Background: an optimization exercise with open tools, aiming at small area, a short achievable clock period and few clock cycles per item. Do not read the settings as production practice. Where RTL was checked, it was by simulation tests only, not by an equivalence proof against the original. For runs 5 and 10, only the layout was checked, not whether the RTL still works.

`flow/design.v`:
```
`timescale 1ns/1ps
module average #(
    parameter int NOF_BITS = 32
) (
    input  logic                clk,
    input  logic                rst_n,
    input  logic                start,
    input  logic                data_first,
    input  logic                data_last,
    input  logic [NOF_BITS-1:0] data_in,
    output logic [NOF_BITS:0]   data_out,
    output logic                busy,
    output logic                TO,
    output logic                done
);
    localparam int W = NOF_BITS;
    localparam int TIMEOUT_LIMIT = 10;
    logic       acc;       
    logic       v;         
    logic       div;       
    logic [4:0] cnt;       
    logic [W:0]   x;       
    logic [W-1:0] b;       
    logic [W-1:0] y;       
    wire waiting  = busy & ~acc & ~v & ~div;
    wire take     = acc | (waiting & data_first);
    wire to_now   = waiting & ~data_first & (cnt == 5'(TIMEOUT_LIMIT - 1));
    wire fin      = v & ~acc;                  
    wire sum_on   = v & acc;                   
    wire div_last = div & (&cnt);
    wire skip     = div & ~|x & ~|y[W-1:W-3] & ~&cnt[4:2];
    wire [W+1:0] sum = {1'b0, x} + {1'b0, div, b} + (W+2)'(div);
    wire         ge  = sum[W+1];               
    always_ff @(posedge clk) begin
        if (skip)
            x <= {{W{1'b0}}, y[W-4]};
        else if (div)
            x <= {ge ? sum[W-1:0] : x[W-1:0], y[W-1]};
        else if (fin)
            x <= {{(W-1){1'b0}}, sum[W:W-1]};
        else if (sum_on)
            x <= sum[W:0];
        else
            x <= '0;
        if (skip)
            y <= {y[W-5:0], 4'b0};
        else if (div)
            y <= {y[W-2:0], ge};
        else if (fin)
            y <= {sum[W-2:0], 1'b0};
        else
            y <= acc ? y + 1'b1 : W'(1);
        if (fin)
            b <= ~y;
        else if (!div)
            b <= data_in;
    end
    always_ff @(posedge clk or negedge rst_n) begin
        if (!rst_n) begin
            busy     <= 1'b0;
            acc      <= 1'b0;
            v        <= 1'b0;
            div      <= 1'b0;
            cnt      <= '0;
            TO       <= 1'b0;
            done     <= 1'b0;
            data_out <= '0;
        end else begin
            TO   <= to_now;
            done <= div_last;
            v    <= take;
            if (!busy) begin
                busy <= start;
                cnt  <= '0;
            end else begin
                if (to_now | div_last) busy <= 1'b0;
                cnt <= fin ? '0 : cnt + (skip ? 5'd4 : 5'd1);
                if (take) acc <= ~data_last;
                div <= fin | (div & ~div_last);
            end
            if (div_last) data_out <= {1'b0, y[W-2:0], ge};
        end
    end
endmodule
```
`flow/config.mk`:
```
export PLATFORM = sky130hd
export DESIGN_NAME = average
export DESIGN_NICKNAME = average
export VERILOG_FILES = /design/flow/design.v
export SDC_FILE = /design/flow/constraint.sdc
export NUM_CORES = 4
export LEC_CHECK = 0
export CAP_MARGIN = 20
export CORE_MARGIN = 2
export CORE_UTILIZATION = 40
export CTS_BUF_LIST = sky130_fd_sc_hd__clkbuf_8
export CTS_CLUSTER_DIAMETER = 100
export CTS_CLUSTER_SIZE = 40
export SETUP_SLACK_MARGIN = 3.0
export SLEW_MARGIN = 20
```
`flow/flow/run.sh`:
```
#!/bin/bash
# The standard layout, except that the port buffers are the smallest
# plain buffer (buf_1) rather than the delay buffer buffer_ports picks by
# default; the resizer still upsizes any of them that timing needs.
set -euo pipefail
export BUFFER_PORTS_ARGS="-buffer_cell sky130_fd_sc_hd__buf_1"
bash standard.sh > standard_flow.log 2>&1
```
`flow/constraint.sdc`:
```
create_clock -name core_clock -period 6.0 [get_ports {clk}]
set_input_delay 1.2000 -clock core_clock [delete_from_list [all_inputs] [get_ports {clk}]]
set_output_delay 1.2000 -clock core_clock [all_outputs]
set_load 0.01 [all_outputs]
```
`flow/standard.sh`:
```
#!/bin/bash
# synth_recipe.tcl (not shown) runs the flow's synth.tcl, then flattens the netlist and writes it again
# the make line also repeats each setting of config.mk as NAME=value (left out here)
make -C /OpenROAD-flow-scripts/flow DESIGN_CONFIG=/design/flow/config.mk WORK_HOME=/design/flow/orfs CLKGATE_MAP_FILE= SYNTH_SCRIPT=/design/flow/synth_recipe.tcl "${@:-finish}"
```
==> results of run 1 <==
## repair_timing
action                     in CTS  in global routing
gates cloned                    0                  0
pin swaps                       0                  4
setup buffers                   1                  3
setup endpoints to repair      56                 47
gates resized for setup        16                 25
## state kept, by name, summed over array words and instances (netlist names)
name / flops
x: 33
b: 32
data_out: 32
y: 32
cnt: 5
TO: 1
acc: 1
busy: 1
div: 1
done: 1
v: 1
## synth_stat cells, types with 23 or more instances
master    instances  area (sq um)
nand3_1          23           115
dfrtp_1          43          1080
nor2_1           70           263
ha_1             36           450
xor2_1           25           219
xnor2_1          31           272
a21oi_1          61           305
edfxtp_1         32           961
dfxtp_1          65          1300
nand2_1         207           777
clkbuf_1         47           176
o21ai_0          93           465
## metrics by stage
stage / hold slack, ps / cells / area, sq um / worst slack [ps]
after floorplan: 460 / 1030 / 8470 / 3350
after global placement: 458 / 1324 / 8910 / 2480
after detailed placement: 462 / 1324 / 8910 / 2400
after CTS: 481 / 1357 / 9340 / 2960
after global routing: 504 / 1360 / 9460 / 2910
final: 477 / 1360 / 9460 / 3090
## metal layers
metal,routed length [um],track usage,vias up,part of all wire
met1,12100,0.342,3808,0.47
met4,433,0.0600,0,0.017
li1,-,-,3792,-
met2,11800,0.367,286,0.46
met5,0,0,-,0
met3,1490,0.0308,31,0.058
## worst paths after layout
path / from / to / slack [ps] / cells after the start
max: b[18] / x[31] / 3090 / 10
min: data_out[6] / data_out[6] / 480 / 2
max reg2reg: b[18] / x[31] / 3090 / 10
min reg2reg: data_out[6] / data_out[6] / 480 / 2
max in group asynchronous: rst_n / div / 4860 / 1
min in group asynchronous: rst_n / data_out[28] / 720 / 1
## layout by cell type, fill, tap and decap left out, types with 4 or more instances in the layout
cell	netlist	routed
o21ai_0	93	89
xnor2_1	31	30
o211ai_1	13	13
o21ai_2	0	5
nand2b_1	7	6
xor2_1	25	25
a21oi_1	61	55
inv_1	20	23
nor3_1	20	17
ha_1	36	33
nand3_1	23	23
nor2_1	70	69
nand4_1	15	15
o21ai_1	16	15
edfxtp_1	32	32
and3_1	15	14
a21oi_2	0	4
dfrtp_1	43	42
o21a_1	6	6
buf_1	4	70
clkbuf_8	0	17
a221oi_1	20	20
o22ai_1	15	15
nand2_1	207	206
a211oi_1	9	7
o31ai_1	5	5
nor2b_1	7	7
a31oi_1	8	8
nor3_2	1	4
nor4_1	10	9
a21o_1	14	14
clkinv_2	0	4
and2_1	5	5
buf_4	1	17
dfxtp_1	65	65
mux2i_1	20	20
## cell families after synthesis
group / count (synthesis) / synth area share
compound gates: 295 / 0.218
other cells: 1 / 0.000443
flops: 140 / 0.394
simple gates: 393 / 0.205
xor+xnor: 56 / 0.0579
buf+inv: 87 / 0.0431
mux: 20 / 0.0236
fa+ha+maj: 38 / 0.0579
## worst min-delay path, cell delays in order, from the launching register on
cell	delay [ps]
dfrtp_1	340
nand2_1	50
nand2_1	60
## final cells by class
cell class                 instances  area, sq um
tap                              275          344
clock buffer                      17          234
multi-input combinational        803         4920
inverter                          22         82.6
sequential                       140         3340
clock inverter                    15          136
fill                            2126        11400
timing repair buffer              88          402
==> qor.csv, run 1 <==
metric,value,unit
crit start category,register,
Routed Wire Length,25800,um
Setup Viol. Count Final,0,
clk root buf,clkbuf_8,
post-synth cell types,69,
Initial DRT Pass Iterations,7,
total I/O pin count,73,
fin crit period,2910,ps
number of diodes,0,
TritonCTS buffer count,17,
H-tree levels,4,
Synthesis Warnings,1,
vias,7917,
Clock Pin Slew Worst Setup and Hold Paths,80,ps
wire per inst,19.0,um
gr ovfl total,0,
syn avg cell area,8.23,sq um
CTS Sinks,140,
"FF+latch count, synth",140,
IO buf count,71,
Final Skew,8.40,ps
commonest register cell after synthesis,dfxtp_1,
GP Congestion,0.938,
Max-slew headroom,0.351,
Critical Path Slowest Stage Cell,or3_4,
CP Capture Type,register,
worst-margin pin slew,974,ps
fin util,0.453,
die area,22400,sq um
"antenna viol nets, final",0,
cell family with most CP delay,simple AND/OR/NAND/NOR gates,
Worst Path Required,6420,ps
core footprint,20900,sq um
Initial DRC Count,734,
critical-path maximum fanout,15,
Max Cap Viol,0,
sequential fraction of the synthesis area,0.394,
drt via density,5.82,
max-slew violations,0,
layout cells sized above 1,0.0774,
RSZ-0062 raised after global routing,true,
Skew-Pair Late Insertion Delay,460,ps
first-pass GRT wire length,40600,um
pin count of the biggest net entering global routing,50,
row count,53,
CTS Hold Bufs,0,
die width,150,um
category of the most critical setup path,reg2reg,
critical path's largest stage delay,470,ps
setup TNS,0,ps
Post-synth EDFFs,32,
# DRC,0,
initial antenna violation count,0,
Min-Delay Path Class,reg2reg,
asr flop ratio synth,0.307,
final net count,1147,
Max Clock Freq,344,MHz
Total GRT Usage,0.235,
post-synthesis cell area,8470,sq um
vias in the first global route,7226,
Max clock buf depth,2,
Worst EP arrival,3330,ps
status,"complete, no violations",
Starting Density,0.406,
Area Growth Syn to Fin,11.7,%
CP cell instances,ha_1 -> a21oi_4 -> nor2_1 -> o32a_1 -> and3_1 -> or3_4 -> buf_6 -> nor3_1 -> a21oi_1 -> a21bo_2,
CTS tree,yes,
hpwl dp,18800,um
CP Buf/Inv Count,1,
final period utilization,0.485,
Die Span Y,150,um
Post-Syn Instances,1030,
syn nets,1105,
Hold Fails Final Rpt,0,
Testbench counts, summed over its fixed seeds: cycles 72,898, items 1,600.
==> inputs of run 2 (changes only) <==
--- a/flow/config.mk
+++ b/flow/config.mk
@@ -11,5 +11,3 @@
 export CTS_BUF_LIST = sky130_fd_sc_hd__clkbuf_8
-export CTS_CLUSTER_DIAMETER = 100
-export CTS_CLUSTER_SIZE = 40
-export SETUP_SLACK_MARGIN = 3.0
+export SETUP_SLACK_MARGIN = 3.1
 export SLEW_MARGIN = 20
==> qor.csv, run 2 <==
metric,value,unit
first-pass GRT wire length,40600,um
Max Cap Viol,0,
Post-synth EDFFs,32,
xor-xnor portion of the synthesized cell area,0.0579,
final net count,1149,
syn avg cell area,8.23,sq um
Final Non-Filler Cells,1362,
vias in the first global route,7236,
max reg flops,33,
cell area after placement,8910,sq um
Reg with most FFs,x,
syn nets,1105,
worst-margin pin slew,964,ps
Max-slew headroom,0.357,
"most common cell after layout, fill and taps aside",nand2_1,
asr flop ratio synth,0.307,
Clock Pin Slew Worst Setup and Hold Paths,80,ps
CP Buf/Inv Count,1,
IO buf count,71,
die area,22400,sq um
drt via density,5.81,
max-slew violations,0,
Max clock buf depth,2,
H-tree levels,4,
number of diodes,0,
Area Growth Syn to Fin,12.8,%
Skew-Pair Late Insertion Delay,460,ps
GP Congestion,0.938,
CTS tree,yes,
most numerous cell in the Yosys netlist,nand2_1,
Critical Path Slowest Stage Cell,dfrtp_4,
"antenna viol nets, final",0,
hold_ws,476,ps
Synth Area in Compound Gates,0.218,
vias,7915,
post-synthesis mux area share,0.0236,
most frequent cells after synthesis,"nand2_1 (207), o21ai_0 (93), nor2_1 (70), dfxtp_1 (65), a21oi_1 (61)",
Routed Wire Length,25900,um
fin util,0.458,
Synthesis Warnings,1,
status,"complete, no violations",
Worst Path Required,6390,ps
RSZ-0062 raised after global routing,true,
CTS Hold Bufs,0,
initial antenna violation count,0,
Post-Syn Instances,1030,
sequential fraction of the synthesis area,0.394,
area share of the largest cell type after synthesis,0.154,
Synth Area in Adders,0.0579,
final period utilization,0.475,
hpwl dp,18800,um
Worst EP arrival,3240,ps
gr ovfl total,0,
die width,150,um
Synth Area in Simple Gates,0.205,
fin crit period,2850,ps
CP Capture Type,register,
wire per inst,19.0,um
most frequent cells in the layout,"nand2_1 (206), o21ai_0 (87), buf_1 (70), nor2_1 (68), dfxtp_1 (65)",
row count,53,
post-synthesis cell area,8470,sq um
core footprint,20900,sq um
critical-path maximum fanout,5,
total I/O pin count,73,
Synth area leader,dfxtp_1,
Initial DRT Pass Iterations,5,
Final Skew,9.18,ps
crit start category,register,
layout cells sized above 1,0.0902,
CTS Sinks,140,
top post-synthesis cells by area,"dfxtp_1 (15%), dfrtp_1 (13%), edfxtp_1 (11%), nand2_1 (9.2%), o21ai_0 (5.5%)",
largest family of logic cells by synthesized area,compound AO/OA/AOI/OAI gates,
TritonCTS buffer count,17,
category of the most critical setup path,reg2reg,
critical path's largest stage delay,470,ps
Setup Viol. Count Final,0,
pin count of the biggest net entering global routing,50,
Initial DRC Count,683,
cell family with most CP delay,compound AO/OA/AOI/OAI gates,
CP cell instances,fa_2 -> inv_1 -> fa_1 -> nand2b_1 -> a21oi_4 -> o211ai_1 -> a21oi_2 -> a2bb2oi_2 -> xnor2_1 -> or3_1 -> a21oi_1,
Starting Density,0.406,
Die Span Y,150,um
"FF+latch count, synth",140,
commonest register cell after synthesis,dfxtp_1,
DP Cell Count,1324,
setup TNS,0,ps
clk root buf,clkbuf_8,
post-route cell area,9560,sq um
Hold Fails Final Rpt,0,
"worst slack, placed",2400,ps
# DRC,0,
Min-Delay Path Class,reg2reg,
Total GRT Usage,0.235,
Max Clock Freq,351,MHz
final setup margin,3150,ps
post-synth cell types,69,
==> run 2: cell families (layout without fill, tap and decap cells) <==
group                      after synthesis  after routing
xor gates and xnor gates                56             56
buffers and inverters                   87            144
adders and majority gates               38             38
muxes                                   20             20
DFF                                    140            140
other                                    1              1
and+or+nand+nor                        393            393
AOI/OAI and AO/OA                      295            295
==> run 2: final timing paths <==
| kind | startpoint | end | slack, ps | depth (start not counted) |
|---|---|---|---|---|
| setup reg to reg | div | x[29] | 3150 | 11 |
| setup / recovery | div | x[29] | 3150 | 11 |
| max in group asynchronous | rst_n | div | 4860 | 1 |
| min in group asynchronous | rst_n | data_out[28] | 720 | 1 |
| hold reg to reg | data_out[6] | data_out[6] | 480 | 2 |
| hold / removal | data_out[6] | data_out[6] | 480 | 2 |
==> run 2: worst reg2reg max path, stage by stage, from the launching register on <==
cell and delay [ps]:
dfrtp_4 470, fa_2 270, inv_1 70, fa_1 390, nand2b_1 210, a21oi_4 210
o211ai_1 160, a21oi_2 220, a2bb2oi_2 180, xnor2_1 140, or3_1 370, a21oi_1 120
==> run 2: area by class of cell <==
cell class | count | area [sq um]
well taps | 275 | 344
fillers | 2116 | 11300
repair buffers | 90 | 417
multi-input cells | 803 | 5000
clock buffers | 17 | 234
inverters | 22 | 82.6
flip-flops and latches | 140 | 3340
clock inverters | 15 | 136
==> run 2: repair_timing <==
item,in CTS,in global routing
endpoints found under the setup margin,59,46
pin swaps,1,4
setup buffers,2,4
hold endpoints to repair,0,0
gates resized for setup,24,34
==> run 2: layer usage <==
metal  global-route usage  wire (um)  up-vias
met5                    0          0        -
met4               0.0600        413        0
met3               0.0308       1350       32
met2                0.368      12000      262
met1                0.344      12200     3826
li1                     -          -     3795
==> inputs of run 3 (changes only) <==
--- a/flow/config.mk
+++ b/flow/config.mk
@@ -11,3 +11,3 @@
 export CTS_BUF_LIST = sky130_fd_sc_hd__clkbuf_8
-export SETUP_SLACK_MARGIN = 3.1
+export SETUP_SLACK_MARGIN = 3.3
 export SLEW_MARGIN = 20
==> qor.csv, run 3 <==
metric,value,unit
status,"complete, no violations",
H-tree levels,4,
max-slew violations,0,
Post-Syn Instances,1030,
vias in the first global route,7378,
final period utilization,0.454,
Synthesis Warnings,1,
RSZ-0062 raised after global routing,true,
CTS tree,yes,
die width,150,um
crit start category,register,
Initial DRC Count,690,
fillers,2061,
CTS Sinks,140,
"FF+latch count, synth",140,
GP Congestion,0.938,
CP Buf/Inv Count,0,
Reg with most FFs,x,
HP Start,data_out[7],
drt via density,5.85,
Synth area leader,dfxtp_1,
initial antenna violation count,0,
clk root buf,clkbuf_8,
total I/O pin count,73,
vias,8060,
gr ovfl total,0,
core footprint,20900,sq um
most frequent cells in the layout,"nand2_1 (202), o21ai_0 (81), buf_1 (70), nor2_1 (66), dfxtp_1 (62)",
CP cell instances,ha_1 -> nand2_2 -> nor4_4 -> nand2_1 -> and3_1 -> a2111oi_2 -> a211oi_2 -> a21oi_1 -> a21bo_2,
final net count,1164,
Clock Pin Slew Worst Setup and Hold Paths,80,ps
R2R Path Start,b[17],
Starting Density,0.406,
Skew-Pair Late Insertion Delay,460,ps
"most common cell after layout, fill and taps aside",nand2_1,
# DRC,0,
Hold Fails Final Rpt,0,
post-synth cell types,69,
CTS Hold Bufs,0,
cell family with most CP delay,compound AO/OA/AOI/OAI gates,
critical path's largest stage delay,450,ps
top post-synthesis cells by area,"dfxtp_1 (15%), dfrtp_1 (13%), edfxtp_1 (11%), nand2_1 (9.2%), o21ai_0 (5.5%)",
syn avg cell area,8.23,sq um
Final Skew,9.56,ps
hpwl dp,18800,um
Worst EP arrival,3090,ps
die area,22400,sq um
sequential fraction of the synthesis area,0.394,
syn nets,1105,
max reg flops,33,
Max-slew headroom,0.351,
fin crit period,2720,ps
crit path launch,b[17],
Routed Wire Length,27000,um
Initial DRT Pass Iterations,5,
DP Cell Count,1324,
post-synthesis cell area,8470,sq um
worst-margin pin slew,973,ps
row count,53,
IO buf count,71,
commonest register cell after synthesis,dfxtp_1,
Max Clock Freq,367,MHz
Die Span Y,150,um
Max clock buf depth,2,
critical-path maximum fanout,6,
Setup Viol. Count Final,0,
wire per inst,19.6,um
most frequent cells after synthesis,"nand2_1 (207), o21ai_0 (93), nor2_1 (70), dfxtp_1 (65), a21oi_1 (61)",
Area Growth Syn to Fin,18.5,%
number of diodes,0,
Worst Path Required,6360,ps
Critical Path Slowest Stage Cell,ha_1,
category of the most critical setup path,reg2reg,
Final Non-Filler Cells,1377,
Max Cap Viol,0,
asr flop ratio synth,0.307,
area share of the largest cell type after synthesis,0.154,
layout cells sized above 1,0.147,
first-pass GRT wire length,41500,um
TritonCTS buffer count,17,
Post-synth EDFFs,32,
CP Capture Type,register,
setup TNS,0,ps
Total GRT Usage,0.240,
"antenna viol nets, final",0,
Min-Delay Path Class,reg2reg,
pin count of the biggest net entering global routing,50,
most numerous cell in the Yosys netlist,nand2_1,
run 3: cell counts after synthesis:
Identical to the previous run, type by type.
run 3: repair_timing:
item | 4_1_cts | 5_1_grt
setup buffers | 9 | 12
setup endpoints to repair | 63 | 55
resized for setup | 54 | 78
hold endpoints to repair | 0 | 0
pin swaps | 11 | 30
run 3: final timing paths:
| path | end | slack, ps | cells after the start |
|---|---|---|---|
| setup reg to reg | x[31] | 3280 | 9 |
| hold / removal | data_out[7] | 480 | 2 |
| max in group asynchronous | div | 4870 | 1 |
| min in group asynchronous | data_out[28] | 720 | 1 |
| setup / recovery | x[31] | 3280 | 9 |
| hold reg to reg | data_out[7] | 480 | 2 |
run 3: cells by family (layout without fill, tap and decap cells):
| logic type | count (synthesis) | in the layout | share of synthesized area |
|---|---|---|---|
| other | 1 | 1 | 0.000443 |
| flip-flops | 140 | 140 | 0.394 |
| buffers and inverters | 87 | 159 | 0.0431 |
| multiplexers | 20 | 20 | 0.0236 |
| AND/OR/NAND/NOR | 393 | 393 | 0.205 |
| XOR/XNOR | 56 | 56 | 0.0579 |
| AO/OA/AOI/OAI | 295 | 295 | 0.218 |
| adder cells (fa/ha/maj) | 38 | 38 | 0.0579 |
run 3: per-stage QoR:
stage                     hold slack [ps]  utilization  setup WS, ps  area (sq um)
after floorplan                       460            -          3350          8470
after global placement                458        0.426          2480          8910
after detailed placement              462        0.426          2400          8910
after CTS                             481        0.458          3240          9570
after global routing                  504        0.481          3180         10000
final                                 476        0.481          3280         10000
run 3: per-layer routing:
metal / GRT usage / share of wire / vias up / routed length (um)
li1: - / - / 3824 / -
met1: 0.345 / 0.46 / 3930 / 12400
met2: 0.378 / 0.47 / 269 / 12700
met3: 0.0323 / 0.052 / 37 / 1390
met4: 0.0657 / 0.017 / 0 / 471
met5: 0 / 0 / - / 0
run 3: cell type report:
type	instances	area, sq um	area share
Clock buffer	17	234	0.0233
Timing Repair Buffer	105	546	0.0544
Multi-Input combinational cell	803	5350	0.533
Sequential cell	140	3350	0.333
Tap cell	275	344	0.0343
Inverter	22	82.6	0.00823
Clock inverter	15	136	0.0136
run 3: tightest hold or removal path, delay by kind of cell (launching register included):
kind / cells / cell delay (ps)
DFF: 1 / 340
and+or+nand+nor: 2 / 100
==> inputs of run 4 (changes only) <==
--- a/flow/config.mk
+++ b/flow/config.mk
@@ -11,3 +11,3 @@
 export CTS_BUF_LIST = sky130_fd_sc_hd__clkbuf_8
-export SETUP_SLACK_MARGIN = 3.3
+export SETUP_SLACK_MARGIN = 3.0
 export SLEW_MARGIN = 20
==> qor.csv, run 4 <==
metric,value,unit
Initial DRC Count,734,
worst-margin pin slew,974,ps
Synth Area in Compound Gates,0.218,
final net count,1147,
Clock Pin Slew Worst Setup and Hold Paths,80,ps
Synth area leader,dfxtp_1,
# DRC,0,
"FF+latch count, synth",140,
post-synth cell types,69,
IO buf count,71,
die width,150,um
asr flop ratio synth,0.307,
fin util,0.453,
cell area after placement,8910,sq um
xor-xnor portion of the synthesized cell area,0.0579,
Max clock buf depth,2,
critical-path maximum fanout,15,
gr ovfl total,0,
initial antenna violation count,0,
Synth Area in Adders,0.0579,
Reg with most FFs,x,
Reg-to-Reg End,x[31],
syn avg cell area,8.23,sq um
clk root buf,clkbuf_8,
RSZ-0062 raised after global routing,true,
"antenna viol nets, final",0,
sequential fraction of the synthesis area,0.394,
CTS tree,yes,
Post-Syn Instances,1030,
drt via density,5.82,
Worst Path Required,6420,ps
number of diodes,0,
max-slew violations,0,
most frequent cells after synthesis,"nand2_1 (207), o21ai_0 (93), nor2_1 (70), dfxtp_1 (65), a21oi_1 (61)",
"worst slack, placed",2400,ps
Worst EP arrival,3330,ps
Total GRT Usage,0.235,
Synth Area in Simple Gates,0.205,
total I/O pin count,73,
Die Span Y,150,um
setup TNS,0,ps
die area,22400,sq um
max reg flops,33,
post-route cell area,9460,sq um
GP Congestion,0.938,
vias,7917,
core footprint,20900,sq um
Initial DRT Pass Iterations,7,
Synthesis Warnings,1,
Min-Delay Path Class,reg2reg,
post-synthesis cell area,8470,sq um
most frequent cells in the layout,"nand2_1 (206), o21ai_0 (89), buf_1 (70), nor2_1 (69), dfxtp_1 (65)",
status,"complete, no violations",
CP Capture Type,register,
Final Skew,8.40,ps
Setup Viol. Count Final,0,
category of the most critical setup path,reg2reg,
Skew-Pair Late Insertion Delay,460,ps
R2R Path Start,b[18],
hpwl dp,18800,um
area share of the largest cell type after synthesis,0.154,
H-tree levels,4,
CTS Hold Bufs,0,
largest family of logic cells by synthesized area,compound AO/OA/AOI/OAI gates,
fin crit period,2910,ps
syn nets,1105,
wire per inst,19.0,um
Worst Setup EP,x[31],
Routed Wire Length,25800,um
commonest register cell after synthesis,dfxtp_1,
Starting Density,0.406,
final period utilization,0.485,
top post-synthesis cells by area,"dfxtp_1 (15%), dfrtp_1 (13%), edfxtp_1 (11%), nand2_1 (9.2%), o21ai_0 (5.5%)",
Max Clock Freq,344,MHz
HP Start,data_out[6],
Post-synth EDFFs,32,
TritonCTS buffer count,17,
CTS Sinks,140,
most numerous cell in the Yosys netlist,nand2_1,
crit path launch,b[18],
first-pass GRT wire length,40600,um
row count,53,
Max Cap Viol,0,
"most common cell after layout, fill and taps aside",nand2_1,
Area Growth Syn to Fin,11.7,%
layout cells sized above 1,0.0774,
vias in the first global route,7226,
crit start category,register,
final setup margin,3090,ps
post-synthesis mux area share,0.0236,
pin count of the biggest net entering global routing,50,
worst reg-to-reg path cell count,10,
Hold Fails Final Rpt,0,
Max-slew headroom,0.351,
run 4: cells by family after synthesis:
group,after synthesis
buffers and inverters,87
XOR/XNOR,56
AO/OA/AOI/OAI,295
AND/OR/NAND/NOR,393
other,1
adder cells (fa/ha/maj),38
multiplexers,20
flip-flops,140
run 4: timing repair:
item                                    CTS  global route
endpoints found under the hold margin     0             0
setup buffers                             1             3
endpoints found under the setup margin   56            47
resized for setup                        16            25
pin swaps                                 0             4
run 4: worst min path at each step:
stage                     cells past startpoint           end
after detailed placement                      2   data_out[6]
after global placement                        2  data_out[29]
after CTS                                     2   data_out[6]
final                                         2   data_out[6]
after global routing                          2  data_out[28]
after floorplan                               2   data_out[2]
run 4: layout make-up:
cell class,count,area (sq um)
clock buffers,17,234
clock inverters,15,136
fillers,2126,11400
inverters,22,82.6
multi-input cells,803,4920
flip-flops and latches,140,3340
well taps,275,344
repair buffers,88,402
run 4: through the flow:
step	instances	hold WS [ps]
floorplan	1030	460
global placement	1324	458
detailed placement	1324	462
CTS	1357	481
global route	1360	504
finish	1360	477
run 4: worst max-delay path: stages (launching register included):
cell and delay [ps]:
edfxtp_1 430, ha_1 440, a21oi_4 230, nor2_1 70, o32a_1 370, and3_1 200, or3_4 470, buf_6 210
nor3_1 140, a21oi_1 60, a21bo_2 220
run 4: routing by layer:
layer  part of all wire  wire length [um]  global-route usage
met1               0.47             12100               0.342
met2               0.46             11800               0.367
met5                  0                 0                   0
met3              0.058              1490              0.0308
met4              0.017               433              0.0600
==> inputs of run 5 (changes only) <==
--- a/flow/design.v
+++ b/flow/design.v
@@ -30,3 +30,5 @@
     wire div_last = div & (&cnt);
-    wire skip     = div & ~|x & ~|y[W-1:W-3] & ~&cnt[4:2];
+    wire [W:0] cmp = {1'b0, x[W-4:0], y[W-1:W-3]} + {1'b0, b} + 1'b1;
+    wire       lt  = ~|x[W:W-3] & ~cmp[W];
+    wire skip     = div & lt & ~&cnt[4:2];
     wire [W+1:0] sum = {1'b0, x} + {1'b0, div, b} + (W+2)'(div);
@@ -35,3 +37,3 @@
         if (skip)
-            x <= {{W{1'b0}}, y[W-4]};
+            x <= {x[W-4:0], y[W-1:W-4]};
         else if (div)
==> qor.csv, run 5 <==
metric,value,unit
category of the most critical setup path,reg2reg,
met2 Track Usage GR,0.372,
largest family of logic cells by synthesized area,compound AO/OA/AOI/OAI gates,
top post-synthesis cells by area,"dfxtp_1 (14%), dfrtp_1 (12%), edfxtp_1 (11%), ha_1 (9.2%), nand2_1 (7.2%)",
GR peak layer,met2,
Final Non-Filler Cells,1443,
xor-xnor portion of the synthesized cell area,0.0556,
total I/O pin count,73,
Synth Area in Simple Gates,0.171,
CTS tree,yes,
# DRC,0,
final net count,1251,
Synthesis Warnings,1,
Final Skew,13.2,ps
gr ovfl total,0,
post-synth cell types,70,
setup TNS,0,ps
die area,24100,sq um
area share of the largest cell type after synthesis,0.142,
worst-margin pin slew,1170,ps
Skew-Pair Late Insertion Delay,460,ps
Synth area leader,dfxtp_1,
CP Capture Type,register,
GP Congestion,0.915,
Max clock buf depth,2,
vias,8463,
sequential fraction of the synthesis area,0.366,
Total GRT Usage,0.235,
H-tree levels,4,
CP cell instances,ha_1 -> a21o_1 -> a2111oi_2 -> a21oi_1 -> a41oi_2 -> nor3_1 -> or3_1 -> xnor2_2 -> o221ai_1 -> o21a_1,
critical-path maximum fanout,6,
wire per inst,19.7,um
Routed Wire Length,28400,um
post-synthesis mux area share,0.0410,
syn nets,1177,
Starting Density,0.406,
most numerous cell in the Yosys netlist,nand2_1,
Post-synth EDFFs,32,
Post-Syn Instances,1071,
Synth Area in Compound Gates,0.230,
Setup Viol. Count Final,0,
drt via density,5.86,
final period utilization,0.526,
DP Cell Count,1371,
Area Growth Syn to Fin,19.9,%
"most common cell after layout, fill and taps aside",nand2_1,
clk root buf,clkbuf_8,
status,"complete, no violations",
pin count of the biggest net entering global routing,72,
GRT met3 Usage,0.0351,
critical path's largest stage delay,470,ps
RSZ-0062 raised after global routing,true,
core footprint,22500,sq um
initial antenna violation count,0,
Critical Path Slowest Stage Cell,edfxtp_1,
commonest register cell after synthesis,dfxtp_1,
hpwl dp,18800,um
fillers,2112,
Reg with most FFs,x,
post-synthesis cell area,9130,sq um
layout cells sized above 1,0.171,
Synth Area in Adders,0.0962,
max-slew violations,0,
Initial DRC Count,647,
most frequent cells in the layout,"nand2_1 (172), nor2_1 (85), a21oi_1 (78), o21ai_0 (75), buf_1 (70)",
"antenna viol nets, final",0,
Worst Path Required,6360,ps
vias in the first global route,8275,
die width,155,um
Initial DRT Pass Iterations,5,
CTS Sinks,140,
crit start category,register,
most frequent cells after synthesis,"nand2_1 (174), a21oi_1 (92), nor2_1 (90), o21ai_0 (83), ha_1 (67)",
CTS Hold Bufs,0,
Hold Fails Final Rpt,0,
Max-slew headroom,0.213,
IO buf count,71,
row count,55,
TritonCTS buffer count,17,
first-pass GRT wire length,45000,um
Min-Delay Path Class,reg2reg,
Worst EP arrival,3520,ps
Max Cap Viol,0,
number of diodes,0,
Clock Pin Slew Worst Setup and Hold Paths,80,ps
"FF+latch count, synth",140,
GR met1 Demand/Resource,0.328,
max reg flops,33,
fin crit period,3150,ps
Die Span Y,155,um
syn avg cell area,8.53,sq um
Max Clock Freq,317,MHz
asr flop ratio synth,0.307,
## run 5: repair_timing
item / 4_1_cts / 5_1_grt
cloned: 3 / 1
setup buffers: 25 / 11
setup endpoints to repair: 71 / 70
gates resized for setup: 67 / 60
pin swaps: 33 / 42
## run 5: worst paths after layout
path	from	slack [ps]	depth (start not counted)	end
max reg2reg	b[23]	2850	10	x[32]
max in group asynchronous	rst_n	4870	1	div
max	b[23]	2850	10	x[32]
min reg2reg	data_out[25]	480	2	data_out[25]
min in group asynchronous	rst_n	720	1	data_out[27]
min	data_out[25]	480	2	data_out[25]
## run 5: critical path: cells and delay by family (launching register included)
| kind | cells | cell delay [ps] |
|---|---|---|
| AOI/OAI and AO/OA | 6 | 1360 |
| xor gates and xnor gates | 1 | 290 |
| adders and majority gates | 1 | 440 |
| DFF | 1 | 470 |
| and+or+nand+nor | 2 | 490 |
## run 5: kinds of logic (layout without fill, tap and decap cells)
logic type      count (synthesis)  in the layout
simple gates                  359            361
compound gates                321            321
flops                         140            140
buf+inv                        89            174
fa+ha+maj                      69             69
xor+xnor                       58             58
mux                            34             34
other cells                     1              1
## run 5: layer usage
layer  share of wire  routed length [um]
met4           0.027                 777
met5               0                   0
met3           0.055                1560
met1            0.46               13000
met2            0.46               13100
## run 5: per-stage QoR
| stage | util | area [sq um] | hold WS [ps] | worst slack (ps) |
|---|---|---|---|---|
| after global routing | 0.487 | 11000 | 500 | 2810 |
| after CTS | 0.470 | 10600 | 482 | 2860 |
| after detailed placement | 0.425 | 9570 | 461 | 2120 |
| after global placement | 0.425 | 9570 | 462 | 2170 |
| final | 0.487 | 11000 | 478 | 2850 |
| after floorplan | - | 9140 | 464 | 3000 |
## run 5: layout make-up
cell class | count | area (sq um) | share of cell area
clock buffers | 19 | 262 | 0.0239
flip-flops and latches | 140 | 3340 | 0.305
clock inverters | 13 | 149 | 0.0136
repair buffers | 120 | 761 | 0.0694
multi-input cells | 844 | 6000 | 0.547
inverters | 22 | 85.1 | 0.00777
well taps | 285 | 357 | 0.0326
==> inputs of run 6 (changes only) <==
--- a/flow/design.v
+++ b/flow/design.v
@@ -30,5 +30,3 @@
     wire div_last = div & (&cnt);
-    wire [W:0] cmp = {1'b0, x[W-4:0], y[W-1:W-3]} + {1'b0, b} + 1'b1;
-    wire       lt  = ~|x[W:W-3] & ~cmp[W];
-    wire skip     = div & lt & ~&cnt[4:2];
+    wire skip     = div & ~|x & ~|y[W-1:W-3] & ~&cnt[4:2];
     wire [W+1:0] sum = {1'b0, x} + {1'b0, div, b} + (W+2)'(div);
@@ -37,3 +35,3 @@
         if (skip)
-            x <= {x[W-4:0], y[W-1:W-4]};
+            x <= {{W{1'b0}}, y[W-4]};
         else if (div)
--- a/flow/config.mk
+++ b/flow/config.mk
@@ -11,3 +11,3 @@
 export CTS_BUF_LIST = sky130_fd_sc_hd__clkbuf_8
-export SETUP_SLACK_MARGIN = 3.0
+export SETUP_SLACK_MARGIN = 3.2
 export SLEW_MARGIN = 20
==> qor.csv, run 6 <==
metric,value,unit
vias,7895,
status,"complete, no violations",
worst-margin pin slew,948,ps
Total GRT Usage,0.236,
total I/O pin count,73,
Hold Fails Final Rpt,0,
CP Buf/Inv Count,1,
pin count of the biggest net entering global routing,50,
row count,53,
vias in the first global route,7252,
area share of the largest cell type after synthesis,0.154,
multi-input logic area,5130,sq um
"most common cell after layout, fill and taps aside",nand2_1,
Area Growth Syn to Fin,14.6,%
Worst EP arrival,3200,ps
Synthesis Warnings,1,
Hold EP,data_out[6],
post-synth cell types,69,
Final Non-Filler Cells,1364,
R2R Path Start,b[24],
first-pass GRT wire length,40800,um
top post-synthesis cells by area,"dfxtp_1 (15%), dfrtp_1 (13%), edfxtp_1 (11%), nand2_1 (9.2%), o21ai_0 (5.5%)",
register area,3340,sq um
CP Capture Type,register,
syn nets,1105,
"worst slack, placed",2400,ps
setup TNS,0,ps
DP Cell Count,1324,
# DRC,0,
most frequent cells after synthesis,"nand2_1 (207), o21ai_0 (93), nor2_1 (70), dfxtp_1 (65), a21oi_1 (61)",
crit path launch,b[24],
number of diodes,0,
gr ovfl total,0,
syn avg cell area,8.23,sq um
hpwl dp,18800,um
cell family with most CP delay,simple AND/OR/NAND/NOR gates,
final setup margin,3220,ps
sequential fraction of the synthesis area,0.394,
H-tree levels,4,
HP Start,data_out[6],
Initial DRT Pass Iterations,5,
Max Clock Freq,359,MHz
most numerous cell in the Yosys netlist,nand2_1,
commonest register cell after synthesis,dfxtp_1,
Synth area leader,dfxtp_1,
Reg with most FFs,x,
Post-synth EDFFs,32,
max-slew violations,0,
layout cells sized above 1,0.110,
Routed Wire Length,26000,um
Initial DRC Count,683,
Final Skew,11.6,ps
critical-path maximum fanout,15,
critical path's largest stage delay,450,ps
asr flop ratio synth,0.307,
max reg flops,33,
final period utilization,0.464,
clk root buf,clkbuf_8,
fin crit period,2780,ps
die area,22400,sq um
GP Congestion,0.938,
Max clock buf depth,2,
wire per inst,19.1,um
CP cell instances,ha_4 -> a21o_1 -> or2_0 -> o32a_1 -> and3_1 -> or3_4 -> buf_6 -> nor3_1 -> a21oi_1 -> a21bo_2,
RSZ-0062 raised after global routing,true,
Skew-Pair Late Insertion Delay,470,ps
Max Cap Viol,0,
Max-slew headroom,0.368,
crit start category,register,
IO buf count,71,
worst reg-to-reg path cell count,10,
Min-Delay Path Class,reg2reg,
Hold Crit Depth,2,
Post-Syn Instances,1030,
CTS Sinks,140,
Die Span Y,150,um
Starting Density,0.406,
Critical Path Slowest Stage Cell,edfxtp_1,
"antenna viol nets, final",0,
fillers,2094,
final net count,1151,
Worst Path Required,6420,ps
most frequent cells in the layout,"nand2_1 (205), o21ai_0 (87), buf_1 (70), nor2_1 (67), dfxtp_1 (64)",
drt via density,5.79,
post-synthesis cell area,8470,sq um
"FF+latch count, synth",140,
Setup Viol. Count Final,0,
Reg-to-Reg End,x[31],
category of the most critical setup path,reg2reg,
Clock Pin Slew Worst Setup and Hold Paths,80,ps
initial antenna violation count,0,
TritonCTS buffer count,17,
CTS tree,yes,
die width,150,um
core footprint,20900,sq um
[run 6: cell types whose count changed after synthesis, sizes merged, moves of 13 or more]
cell,before,now
a22oi,28,2
o21ai,87,109
a221o,19,2
mux2,27,0
ha,67,36
a21oi,93,61
a221oi,5,20
nor2,90,71
mux2i,7,20
nand2,174,207
[run 6: cells by family after synthesis]
group                      synth area share
and+or+nand+nor                       0.205
xor gates and xnor gates             0.0579
AOI/OAI and AO/OA                     0.218
buffers and inverters                0.0431
adders and majority gates            0.0579
DFF                                   0.394
muxes                                0.0236
other                              0.000443
[run 6: layout make-up]
type	count	share of cell area
well taps	275	0.0354
repair buffers	92	0.0449
inverters	22	0.00851
flip-flops and latches	140	0.344
multi-input cells	803	0.529
clock buffers	17	0.0241
clock inverters	15	0.0140
[run 6: worst max path at each step]
stage / endpoint / cells after the start
after global placement: x[31] / 10
after CTS: x[31] / 10
after global routing: x[31] / 10
after floorplan: y[20] / 10
after detailed placement: x[31] / 10
final: x[31] / 10
[run 6: routing by layer]
layer / up-vias / routed length (um) / share of wire / track usage
li1: 3803 / - / - / -
met2: 252 / 12100 / 0.46 / 0.371
met4: 0 / 413 / 0.016 / 0.0590
met3: 30 / 1370 / 0.053 / 0.0305
met1: 3810 / 12200 / 0.47 / 0.344
met5: - / 0 / 0 / 0
[run 6: repair_timing]
item | in CTS | in global routing
buffers inserted | 3 | 5
pin swaps | 4 | 21
hold buffers | 0 | 0
gates cloned | 0 | 0
setup endpoints to repair | 61 | 54
resized for setup | 35 | 50
[run 6: through the flow]
step	hold slack [ps]	instance area, sq um	util
6_report	477	9710	0.465
5_1_grt	504	9710	0.465
4_1_cts	481	9430	0.451
3_5_place_dp	462	8910	0.426
3_3_place_gp	458	8910	0.426
2_1_floorplan	460	8470	-
[run 6: worst register-to-register path: stages, from the launching register on]
cell      delay [ps]
edfxtp_1         450
ha_4             280
a21o_1           220
or2_0            210
o32a_1           360
and3_1           200
or3_4            400
buf_6            190
nor3_1           160
a21oi_1           60
a21bo_2          220
Testbench counts of run 6, summed over its fixed seeds: cycles 72,898, items 1,600.
==> inputs of run 7 (changes only) <==
--- a/flow/config.mk
+++ b/flow/config.mk
@@ -11,2 +11,3 @@
 export CTS_BUF_LIST = sky130_fd_sc_hd__clkbuf_8
+export PLACE_DENSITY = 0.75
 export SETUP_SLACK_MARGIN = 3.2
==> qor.csv, run 7 <==
metric,value,unit
drt via density,5.99,
CTS tree,yes,
die width,150,um
wire per inst,18.6,um
Max clock buf depth,2,
gr ovfl total,0,
layout cells sized above 1,0.115,
most frequent cells in the layout,"nand2_1 (205), o21ai_0 (85), buf_1 (70), nor2_1 (66), dfxtp_1 (63)",
critical-path maximum fanout,3,
status,"complete, no violations",
commonest register cell after synthesis,dfxtp_1,
Max Clock Freq,357,MHz
crit start category,register,
Die Span Y,150,um
TritonCTS buffer count,17,
worst-margin pin slew,896,ps
Area Growth Syn to Fin,15.3,%
Skew-Pair Late Insertion Delay,460,ps
# DRC,0,
most numerous cell in the Yosys netlist,nand2_1,
max reg flops,33,
total I/O pin count,73,
Reg with most FFs,x,
RSZ-0062 raised after global routing,true,
GP Congestion,0.984,
vias,8168,
CTS Sinks,140,
HP Start,data_out[24],
Clock Pin Slew Worst Setup and Hold Paths,80,ps
top routing layer used,met4,
"FF+latch count, synth",140,
Post-Syn Instances,1030,
CP Capture Type,register,
asr flop ratio synth,0.307,
final period utilization,0.467,
core footprint,20900,sq um
Synth area leader,dfxtp_1,
"worst slack, placed",2700,ps
final setup margin,3200,ps
die area,22400,sq um
category of the most critical setup path,reg2reg,
pin count of the biggest net entering global routing,80,
Max-slew headroom,0.402,
DP Cell Count,1323,
fillers,1977,
M1 WL,10700,um
Post-synth EDFFs,32,
multi-input logic area,5170,sq um
sequential fraction of the synthesis area,0.394,
top post-synthesis cells by area,"dfxtp_1 (15%), dfrtp_1 (13%), edfxtp_1 (11%), nand2_1 (9.2%), o21ai_0 (5.5%)",
Total GRT Usage,0.220,
max-slew violations,0,
IO buf count,71,
hold_ws,476,ps
final net count,1151,
Routed Wire Length,25400,um
register area,3340,sq um
WL met3,1820,um
area share of the largest cell type after synthesis,0.154,
Max Cap Viol,0,
Synthesis Warnings,1,
Worst EP arrival,3200,ps
most frequent cells after synthesis,"nand2_1 (207), o21ai_0 (93), nor2_1 (70), dfxtp_1 (65), a21oi_1 (61)",
fin crit period,2800,ps
clk root buf,clkbuf_8,
post-synthesis cell area,8470,sq um
H-tree levels,4,
first-pass GRT wire length,39100,um
row count,53,
initial antenna violation count,0,
number of diodes,0,
syn avg cell area,8.23,sq um
Final Skew,11.3,ps
"antenna viol nets, final",0,
syn nets,1105,
setup TNS,0,ps
CTS Hold Bufs,0,
Final Non-Filler Cells,1364,
Starting Density,0.406,
"most common cell after layout, fill and taps aside",nand2_1,
Hold Fails Final Rpt,0,
met2 WL,12100,um
R2R Path Start,div,
Setup Viol. Count Final,0,
hpwl dp,17800,um
post-synth cell types,69,
Initial DRT Pass Iterations,5,
Initial DRC Count,930,
Worst Path Required,6390,ps
crit path launch,div,
vias in the first global route,7362,
Min-Delay Path Class,reg2reg,
run 7: final timing paths:
kind / endpoint / slack, ps / cells past startpoint
setup / recovery: x[29] / 3200 / 11
hold / removal: data_out[24] / 480 / 2
setup reg to reg: x[29] / 3200 / 11
hold reg to reg: data_out[24] / 480 / 2
max in group asynchronous: data_out[8] / 4870 / 1
min in group asynchronous: data_out[30] / 730 / 1
run 7: per-stage QoR:
step                       util  area (sq um)
after floorplan               -          8470
after global placement    0.426          8900
after detailed placement  0.426          8900
after CTS                 0.451          9430
after global routing      0.468          9770
final                     0.468          9770
run 7: what timing repair did:
action	4_1_cts	5_1_grt
gates resized for setup	36	61
buffers inserted	1	7
gates cloned	0	1
pin swaps	6	21
endpoints found under the setup margin	50	81
run 7: layout make-up:
cell class	instances	area share
Sequential cell	140	0.342
Tap cell	275	0.0352
Inverter	22	0.00846
Clock inverter	15	0.0152
Clock buffer	17	0.0240
Timing Repair Buffer	91	0.0455
Multi-Input combinational cell	804	0.530
run 7: kinds of logic after synthesis:
family / share of synthesized area
compound gates: 0.218
xor+xnor: 0.0579
fa+ha+maj: 0.0579
buf+inv: 0.0431
flops: 0.394
mux: 0.0236
other cells: 0.000443
simple gates: 0.205
run 7: routing by layer:
layer | vias up | GRT usage
li1 | 3799 | -
met1 | 3962 | 0.297
met2 | 346 | 0.359
met3 | 61 | 0.0293
met4 | 0 | 0.0838
met5 | - | 0
run 7: critical path, cell delays in order (launching register included):
cell and delay [ps]:
dfrtp_1 410, fa_2 290, inv_2 50, fa_2 360, nand2b_4 160, a21oi_4 180, o211ai_1 180, a21oi_2 310
a2bb2oi_2 210, xnor2_2 130, or3_1 340, a21oi_2 110
==> inputs of run 8 (changes only) <==
--- a/flow/config.mk
+++ b/flow/config.mk
@@ -9,5 +9,4 @@
 export CORE_MARGIN = 2
-export CORE_UTILIZATION = 40
+export CORE_UTILIZATION = 50
 export CTS_BUF_LIST = sky130_fd_sc_hd__clkbuf_8
-export PLACE_DENSITY = 0.75
 export SETUP_SLACK_MARGIN = 3.2
==> qor.csv, run 8 <==
metric,value,unit
pin count of the biggest net entering global routing,81,
Max Cap Viol,0,
RSZ-0062 raised after global routing,true,
Critical Path Slowest Stage Cell,edfxtp_1,
setup TNS,0,ps
worst reg-to-reg path cell count,10,
area share of the largest cell type after synthesis,0.154,
GP Congestion,0.944,
critical path's largest stage delay,450,ps
status,"complete, no violations",
TritonCTS buffer count,17,
syn avg cell area,8.23,sq um
DP Cell Count,1270,
critical-path maximum fanout,17,
Area Growth Syn to Fin,15.2,%
commonest register cell after synthesis,dfxtp_1,
drt via density,6.07,
first-pass GRT wire length,41200,um
sequential fraction of the synthesis area,0.394,
Reg with most FFs,x,
Reg-to-Reg End,x[31],
post-synthesis cell area,8470,sq um
Initial DRC Count,701,
CTS Hold Bufs,0,
Total GRT Usage,0.296,
"antenna viol nets, final",0,
max reg flops,33,
Hold EP,data_out[25],
IO buf count,71,
clk root buf,clkbuf_8,
die area,18000,sq um
hold_ws,479,ps
# DRC,0,
worst-margin pin slew,916,ps
Routed Wire Length,26400,um
max-slew violations,0,
Hold Fails Final Rpt,0,
Setup Viol. Count Final,0,
Post-synth EDFFs,32,
Final Skew,11.6,ps
gr ovfl total,0,
R2R Path Start,b[24],
crit start category,register,
"FF+latch count, synth",140,
core footprint,16600,sq um
Worst Path Required,6400,ps
initial antenna violation count,0,
Max-slew headroom,0.389,
syn nets,1105,
Clock Pin Slew Worst Setup and Hold Paths,90,ps
Max Clock Freq,360,MHz
total I/O pin count,73,
CTS tree,yes,
CTS Sinks,140,
Worst EP arrival,3180,ps
HP Start,data_out[25],
fin crit period,2770,ps
post-synth cell types,69,
vias in the first global route,7225,
Synth area leader,dfxtp_1,
"most common cell after layout, fill and taps aside",nand2_1,
Skew-Pair Late Insertion Delay,460,ps
die width,134,um
Die Span Y,134,um
wire per inst,20.1,um
top post-synthesis cells by area,"dfxtp_1 (15%), dfrtp_1 (13%), edfxtp_1 (11%), nand2_1 (9.2%), o21ai_0 (5.5%)",
Starting Density,0.511,
Initial DRT Pass Iterations,5,
most frequent cells after synthesis,"nand2_1 (207), o21ai_0 (93), nor2_1 (70), dfxtp_1 (65), a21oi_1 (61)",
number of diodes,0,
layout cells sized above 1,0.123,
CP cell instances,ha_4 -> a21o_1 -> or2_0 -> o32a_1 -> and3_1 -> or3_4 -> buf_8 -> nor3_2 -> a21oi_1 -> a21bo_2,
CP Capture Type,register,
asr flop ratio synth,0.307,
Final Non-Filler Cells,1314,
Hold Crit Depth,2,
category of the most critical setup path,reg2reg,
most numerous cell in the Yosys netlist,nand2_1,
vias,7981,
Max clock buf depth,2,
most frequent cells in the layout,"nand2_1 (204), o21ai_0 (85), buf_1 (70), nor2_1 (68), dfxtp_1 (65)",
Synthesis Warnings,1,
row count,47,
hpwl dp,18400,um
final net count,1156,
Min-Delay Path Class,reg2reg,
final period utilization,0.462,
H-tree levels,4,
Post-Syn Instances,1030,
## run 8: cell counts after synthesis
Identical to the previous run, type by type.
## run 8: layout make-up
type	count	area, sq um
Clock buffer	18	248
Clock inverter	14	120
Fill cell	1585	6830
Inverter	22	82.6
Multi-Input combinational cell	803	5180
Sequential cell	140	3340
Tap cell	220	275
Timing Repair Buffer	97	512
## run 8: repair_timing
item | in CTS | in global routing
endpoints found under the setup margin | 57 | 47
resized for setup | 47 | 49
pin swaps | 8 | 24
buffers inserted | 7 | 4
gates cloned | 1 | 0
## run 8: metal layers
metal  GRT usage  share of wire  vias up  wire (um)
met5           0              0        -          0
met4      0.0936          0.025        0        665
met3      0.0484          0.070       47       1850
met2       0.430           0.44      308      11500
met1       0.450           0.47     3825      12400
li1            -              -     3801          -
## run 8: worst max-delay path by stage
stage | slack [ps] | cells after the start | startpoint | to
CTS | 3100 | 10 | b[10] | x[31]
detailed placement | 2630 | 11 | div | x[31]
global placement | 2710 | 11 | div | x[31]
global route | 3090 | 9 | b[22] | x[31]
floorplan | 3350 | 10 | div | y[20]
finish | 3230 | 10 | b[24] | x[31]
## run 8: per-stage QoR
stage / cell area, sq um / utilization / worst slack (ps)
CTS: 9500 / 0.573 / 3100
floorplan: 8470 / - / 3350
detailed placement: 8840 / 0.533 / 2630
global placement: 8840 / 0.533 / 2710
finish: 9760 / 0.588 / 3230
global route: 9760 / 0.588 / 3090
## run 8: critical path, delay by kind of cell, from the launching register on
family          cells  cell delay [ps]
buf+inv             1              180
simple gates        4              920
flops               1              450
fa+ha+maj           1              290
compound gates      4              860
## run 8: logic make-up after synthesis
kind of cell | Yosys count | synth area share
AOI/OAI and AO/OA | 295 | 0.218
xor gates and xnor gates | 56 | 0.0579
adders and majority gates | 38 | 0.0579
buffers and inverters | 87 | 0.0431
DFF | 140 | 0.394
muxes | 20 | 0.0236
other | 1 | 0.000443
and+or+nand+nor | 393 | 0.205
==> inputs of run 9 (changes only) <==
--- a/flow/config.mk
+++ b/flow/config.mk
@@ -7,7 +7,7 @@
 export LEC_CHECK = 0
-export CAP_MARGIN = 20
+export CAP_MARGIN = 0
 export CORE_MARGIN = 2
-export CORE_UTILIZATION = 50
+export CORE_UTILIZATION = 40
 export CTS_BUF_LIST = sky130_fd_sc_hd__clkbuf_8
 export SETUP_SLACK_MARGIN = 3.2
-export SLEW_MARGIN = 20
+export SLEW_MARGIN = 0
==> qor.csv, run 9 <==
metric,value,unit
status,"complete, no violations",
Post-synth EDFFs,32,
critical-path maximum fanout,15,
vias in the first global route,7252,
Hold Crit Depth,2,
Starting Density,0.406,
Synth area leader,dfxtp_1,
Skew-Pair Late Insertion Delay,460,ps
Setup Viol. Count Final,0,
Post-Syn Instances,1030,
Final Skew,9.17,ps
Routed Wire Length,26200,um
critical path's largest stage delay,440,ps
Die Span Y,150,um
initial antenna violation count,0,
Initial DRC Count,736,
clk root buf,clkbuf_8,
core footprint,20900,sq um
"worst slack, placed",2400,ps
H-tree levels,4,
pin count of the biggest net entering global routing,50,
Min-Delay Path Class,reg2reg,
CP Capture Type,register,
"FF+latch count, synth",140,
most frequent cells after synthesis,"nand2_1 (207), o21ai_0 (93), nor2_1 (70), dfxtp_1 (65), a21oi_1 (61)",
RSZ-0062 raised after global routing,true,
max-slew violations,0,
crit start category,register,
R2R Path Start,b[24],
TritonCTS buffer count,17,
drt via density,5.77,
layout cells sized above 1,0.110,
Max clock buf depth,2,
Total GRT Usage,0.236,
setup TNS,0,ps
hpwl dp,18800,um
Area Growth Syn to Fin,14.6,%
Worst Path Required,6420,ps
worst reg-to-reg path cell count,10,
CTS Sinks,140,
row count,53,
worst-margin pin slew,1080,ps
CTS tree,yes,
gr ovfl total,0,
Hold EP,data_out[6],
syn avg cell area,8.23,sq um
fillers,2094,
wire per inst,19.2,um
HP Start,data_out[6],
die area,22400,sq um
Clock Pin Slew Worst Setup and Hold Paths,80,ps
vias,7869,
final period utilization,0.465,
Worst EP arrival,3200,ps
asr flop ratio synth,0.307,
Max-slew headroom,0.279,
post-synth cell types,69,
commonest register cell after synthesis,dfxtp_1,
final setup margin,3210,ps
post-synthesis cell area,8470,sq um
die width,150,um
Max Clock Freq,359,MHz
cell area after placement,8910,sq um
"most common cell after layout, fill and taps aside",nand2_1,
category of the most critical setup path,reg2reg,
CP cell instances,ha_4 -> a21o_1 -> or2_0 -> o32a_1 -> and3_1 -> or3_4 -> buf_6 -> nor3_1 -> a21oi_1 -> a21bo_2,
top post-synthesis cells by area,"dfxtp_1 (15%), dfrtp_1 (13%), edfxtp_1 (11%), nand2_1 (9.2%), o21ai_0 (5.5%)",
total I/O pin count,73,
CTS Hold Bufs,0,
most frequent cells in the layout,"nand2_1 (205), o21ai_0 (87), buf_1 (70), nor2_1 (67), dfxtp_1 (64)",
post-route cell area,9710,sq um
Initial DRT Pass Iterations,5,
max reg flops,33,
Synthesis Warnings,1,
first-pass GRT wire length,40800,um
syn nets,1105,
area share of the largest cell type after synthesis,0.154,
Critical Path Slowest Stage Cell,edfxtp_1,
number of diodes,0,
GP Congestion,0.938,
Reg-to-Reg End,x[31],
most numerous cell in the Yosys netlist,nand2_1,
final net count,1151,
fin crit period,2790,ps
Hold Fails Final Rpt,0,
Reg with most FFs,x,
Max Cap Viol,0,
# DRC,0,
IO buf count,71,
"antenna viol nets, final",0,
sequential fraction of the synthesis area,0.394,
[run 9: cell type report]
cell class	count	area [sq um]	area share
timing repair buffer	92	433	0.0446
clock inverter	15	136	0.0141
tap	275	344	0.0355
multi-input combinational	803	5130	0.529
clock buffer	17	234	0.0241
inverter	22	82.6	0.00851
sequential	140	3340	0.344
[run 9: through the flow]
step                      std cells  hold WS, ps   util
final                          1364          476  0.465
after global routing           1364          504  0.465
after CTS                      1359          481  0.451
after detailed placement       1324          462  0.426
after global placement         1324          458  0.426
after floorplan                1030          460      -
[run 9: worst max-delay path by stage]
stage	from	endpoint	slack [ps]	cells after the start
2_1_floorplan	div	y[20]	3350	10
3_3_place_gp	div	x[31]	2480	10
3_5_place_dp	div	x[31]	2400	10
4_1_cts	b[26]	x[31]	3140	10
5_1_grt	b[24]	x[31]	3050	10
6_report	b[24]	x[31]	3210	10
[run 9: timing repair]
item | CTS | global route
setup buffers | 3 | 5
endpoints found under the setup margin | 61 | 54
gates resized for setup | 35 | 50
pin swaps | 4 | 21
[run 9: layer usage]
layer / global-route usage / vias up / part of all wire
met2: 0.371 / 242 / 0.46
met3: 0.0305 / 29 / 0.053
met1: 0.344 / 3800 / 0.47
met4: 0.0590 / 0 / 0.015
li1: - / 3798 / -
met5: 0 / - / 0
[run 9: critical path, delay by kind of cell (launching register included)]
family / cells / cell delay [ps]
DFF: 1 / 440
AOI/OAI and AO/OA: 4 / 860
buffers and inverters: 1 / 190
adders and majority gates: 1 / 280
and+or+nand+nor: 4 / 950
[run 9: cells by family (layout without fill, tap and decap cells)]
family | count (synthesis) | in the layout | share of synthesized area
compound gates | 295 | 295 | 0.218
xor+xnor | 56 | 56 | 0.0579
fa+ha+maj | 38 | 38 | 0.0579
buf+inv | 87 | 146 | 0.0431
flops | 140 | 140 | 0.394
mux | 20 | 20 | 0.0236
other cells | 1 | 1 | 0.000443
simple gates | 393 | 393 | 0.205
==> inputs of run 10 (changes only) <==
--- a/flow/design.v
+++ b/flow/design.v
@@ -31,3 +31,3 @@
     wire skip     = div & ~|x & ~|y[W-1:W-3] & ~&cnt[4:2];
-    wire [W+1:0] sum = {1'b0, x} + {1'b0, div, b} + (W+2)'(div);
+    wire [W+1:0] sum = {1'b0, x} + {1'b0, div, b};
     wire         ge  = sum[W+1];               
@@ -51,5 +51,5 @@
         else
-            y <= acc ? y + 1'b1 : W'(1);
+            y <= acc ? y + 1'b1 : '0;
         if (fin)
-            b <= ~y;
+            b <= ~y;                           
         else if (!div)
--- a/flow/config.mk
+++ b/flow/config.mk
@@ -7,3 +7,3 @@
 export LEC_CHECK = 0
-export CAP_MARGIN = 0
+export CAP_MARGIN = 20
 export CORE_MARGIN = 2
@@ -12,2 +12,2 @@
 export SETUP_SLACK_MARGIN = 3.2
-export SLEW_MARGIN = 0
+export SLEW_MARGIN = 20
==> qor.csv, run 10 <==
metric,value,unit
category of the most critical setup path,reg2reg,
most numerous cell in the Yosys netlist,nand2_1,
post-synthesis cell area,8720,sq um
drt via density,5.93,
setup TNS,0,ps
TritonCTS buffer count,17,
wire per inst,19.9,um
post-synth cell types,80,
Post-synth EDFFs,32,
"FF+latch count, synth",140,
vias in the first global route,7598,
Setup Viol. Count Final,0,
Final Skew,15.6,ps
initial antenna violation count,0,
CTS Sinks,140,
pin count of the biggest net entering global routing,78,
worst reg-to-reg path cell count,12,
Initial DRT Pass Iterations,6,
max reg flops,33,
Reg with most FFs,x,
Skew-Pair Late Insertion Delay,470,ps
commonest register cell after synthesis,dfxtp_1,
# DRC,0,
row count,54,
DP Cell Count,1332,
M1 WL,12600,um
Die Span Y,152,um
most frequent cells after synthesis,"nand2_1 (209), o21ai_0 (89), dfxtp_1 (65), clkbuf_1 (55), nor2_1 (53)",
H-tree levels,4,
CTS Hold Bufs,0,
post-route cell area,10300,sq um
max-slew violations,0,
IO buf count,71,
sequential fraction of the synthesis area,0.383,
"antenna viol nets, final",0,
final net count,1179,
Final Non-Filler Cells,1397,
Initial DRC Count,624,
Min-Delay Path Class,reg2reg,
gr ovfl total,0,
WL met3,1780,um
Area Growth Syn to Fin,18.7,%
asr flop ratio synth,0.307,
RSZ-0062 raised after global routing,true,
hpwl dp,19300,um
Routed Wire Length,27800,um
Total GRT Usage,0.237,
cell area after placement,9080,sq um
Hold Crit Depth,2,
"most common cell after layout, fill and taps aside",nand2_1,
CP Capture Type,register,
Hold Fails Final Rpt,0,
Max-slew headroom,0.333,
Max Clock Freq,353,MHz
GP Congestion,0.872,
Clock Pin Slew Worst Setup and Hold Paths,80,ps
top routing layer used,met4,
core footprint,21600,sq um
syn avg cell area,8.31,sq um
syn nets,1124,
top post-synthesis cells by area,"dfxtp_1 (15%), dfrtp_1 (12%), edfxtp_1 (11%), nand2_1 (9.0%), ha_1 (5.3%)",
area share of the largest cell type after synthesis,0.149,
hold_ws,477,ps
die area,23000,sq um
layout cells sized above 1,0.158,
crit start category,register,
Worst Path Required,6390,ps
status,"complete, no violations",
worst-margin pin slew,999,ps
Max clock buf depth,2,
critical-path maximum fanout,13,
most frequent cells in the layout,"nand2_1 (204), o21ai_0 (86), buf_1 (70), dfxtp_1 (57), nor2_1 (51)",
vias,8282,
clk root buf,clkbuf_8,
Starting Density,0.403,
Worst EP arrival,3220,ps
total I/O pin count,73,
Synthesis Warnings,1,
number of diodes,0,
fin crit period,2830,ps
Synth area leader,dfxtp_1,
Max Cap Viol,0,
Post-Syn Instances,1049,
die width,152,um
final period utilization,0.472,
first-pass GRT wire length,42100,um
met2 WL,12700,um
CTS tree,yes,
run 10: cell count changes in the layout (fill, tap and decap cells not counted), moves of 8 or more:
cell,change
ha_1,-18
nand3_1,+9
xnor2_1,+9
a221oi_1,-8
nor4_1,+11
a221o_1,+8
nor2_1,-16
ha_4,+13
buf_4,+19
run 10: worst max-delay path, stage by stage, from the launching register on:
cell and delay, ps:
edfxtp_1 450, ha_4 370, nand4_1 130, buf_4 160
nor3_2 160, nand2_1 140, a211oi_4 290, o211ai_4 130
and2_4 180, buf_4 130, buf_6 150, or3_1 300
a31oi_1 150
run 10: stage by stage:
stage                util  setup WS (ps)
floorplan               -           3250
global placement    0.420           2660
finish              0.479           3170
CTS                 0.452           3160
global route        0.479           3040
detailed placement  0.420           2560
run 10: path summary, 6_finish.rpt:
kind,start,to
max reg2reg,b[20],x[32]
min reg2reg,data_out[12],data_out[12]
max in group asynchronous,rst_n,data_out[9]
min,data_out[12],data_out[12]
min in group asynchronous,rst_n,data_out[23]
max,b[20],x[32]
run 10: cell families after synthesis:
group / share of synthesized area
and+or+nand+nor: 0.218
AOI/OAI and AO/OA: 0.215
DFF: 0.383
buffers and inverters: 0.0454
xor gates and xnor gates: 0.0532
adders and majority gates: 0.0554
muxes: 0.0296
other: 0.000430
run 10: routing by layer:
layer  global-route usage  vias to the layer above
met5                    0                        -
met4               0.0718                        0
met3               0.0395                       67
met2                0.372                      317
met1                0.336                     3972
li1                     -                     3926
run 10: cell type report:
class                           count  area (sq um)
Fill cell                        2071         11300
Multi-Input combinational cell    814          5590
Sequential cell                   140          3350
Timing Repair Buffer              111           584
Tap cell                          280           350
Clock buffer                       20           275
Clock inverter                     12           124
Inverter                           20          77.6
run 10: repair_timing:
action                     in CTS  in global routing
resized for setup              45                 74
setup endpoints to repair      54                 51
buffers inserted                8                 24
pin swaps                       8                 39
gates cloned                    0                  1

afterwards: timing with drivers on the ports:
The flow's constraints put no driver on any port. The routed layouts listed below were extracted and timed again, unchanged, in two steps. Step 1 assumes that a clkbuf_16 drives the clock port and a buf_2 every other input. Step 2, shift: input delay + t, output delay - t, t = (earliest + latest rising clock arrival at the registers) / 2. This alone moves slack from input paths to output paths. Slacks: no drivers / after step 1 / after step 2; pairs: no drivers / after step 1.
| run | t (ns) | setup WS [ns] | worst register clock-pin slew, ns |
|---|---|---|---|
| run 1 | 0.498 | 3.090 / 3.090 / 3.090 | 0.08 / 0.08 |
| run 2 | 0.495 | 3.152 / 3.152 / 3.152 | 0.08 / 0.08 |
| run 3 | 0.500 | 3.278 / 3.278 / 3.278 | 0.08 / 0.08 |
| run 4 | 0.498 | 3.090 / 3.090 / 3.090 | 0.08 / 0.08 |
| run 5 | 0.495 | 2.846 / 2.846 / 2.846 | 0.08 / 0.08 |
| run 6 | 0.501 | 3.217 / 3.217 / 3.217 | 0.09 / 0.09 |
| run 7 | 0.491 | 3.195 / 3.195 / 3.195 | 0.09 / 0.09 |
| run 8 | 0.495 | 3.225 / 3.225 / 3.225 | 0.09 / 0.09 |
| run 9 | 0.499 | 3.212 / 3.212 / 3.212 | 0.08 / 0.08 |
| run 10 | 0.499 | 3.168 / 3.168 / 3.168 | 0.09 / 0.09 |
After both steps setup and hold are still met in every run listed.
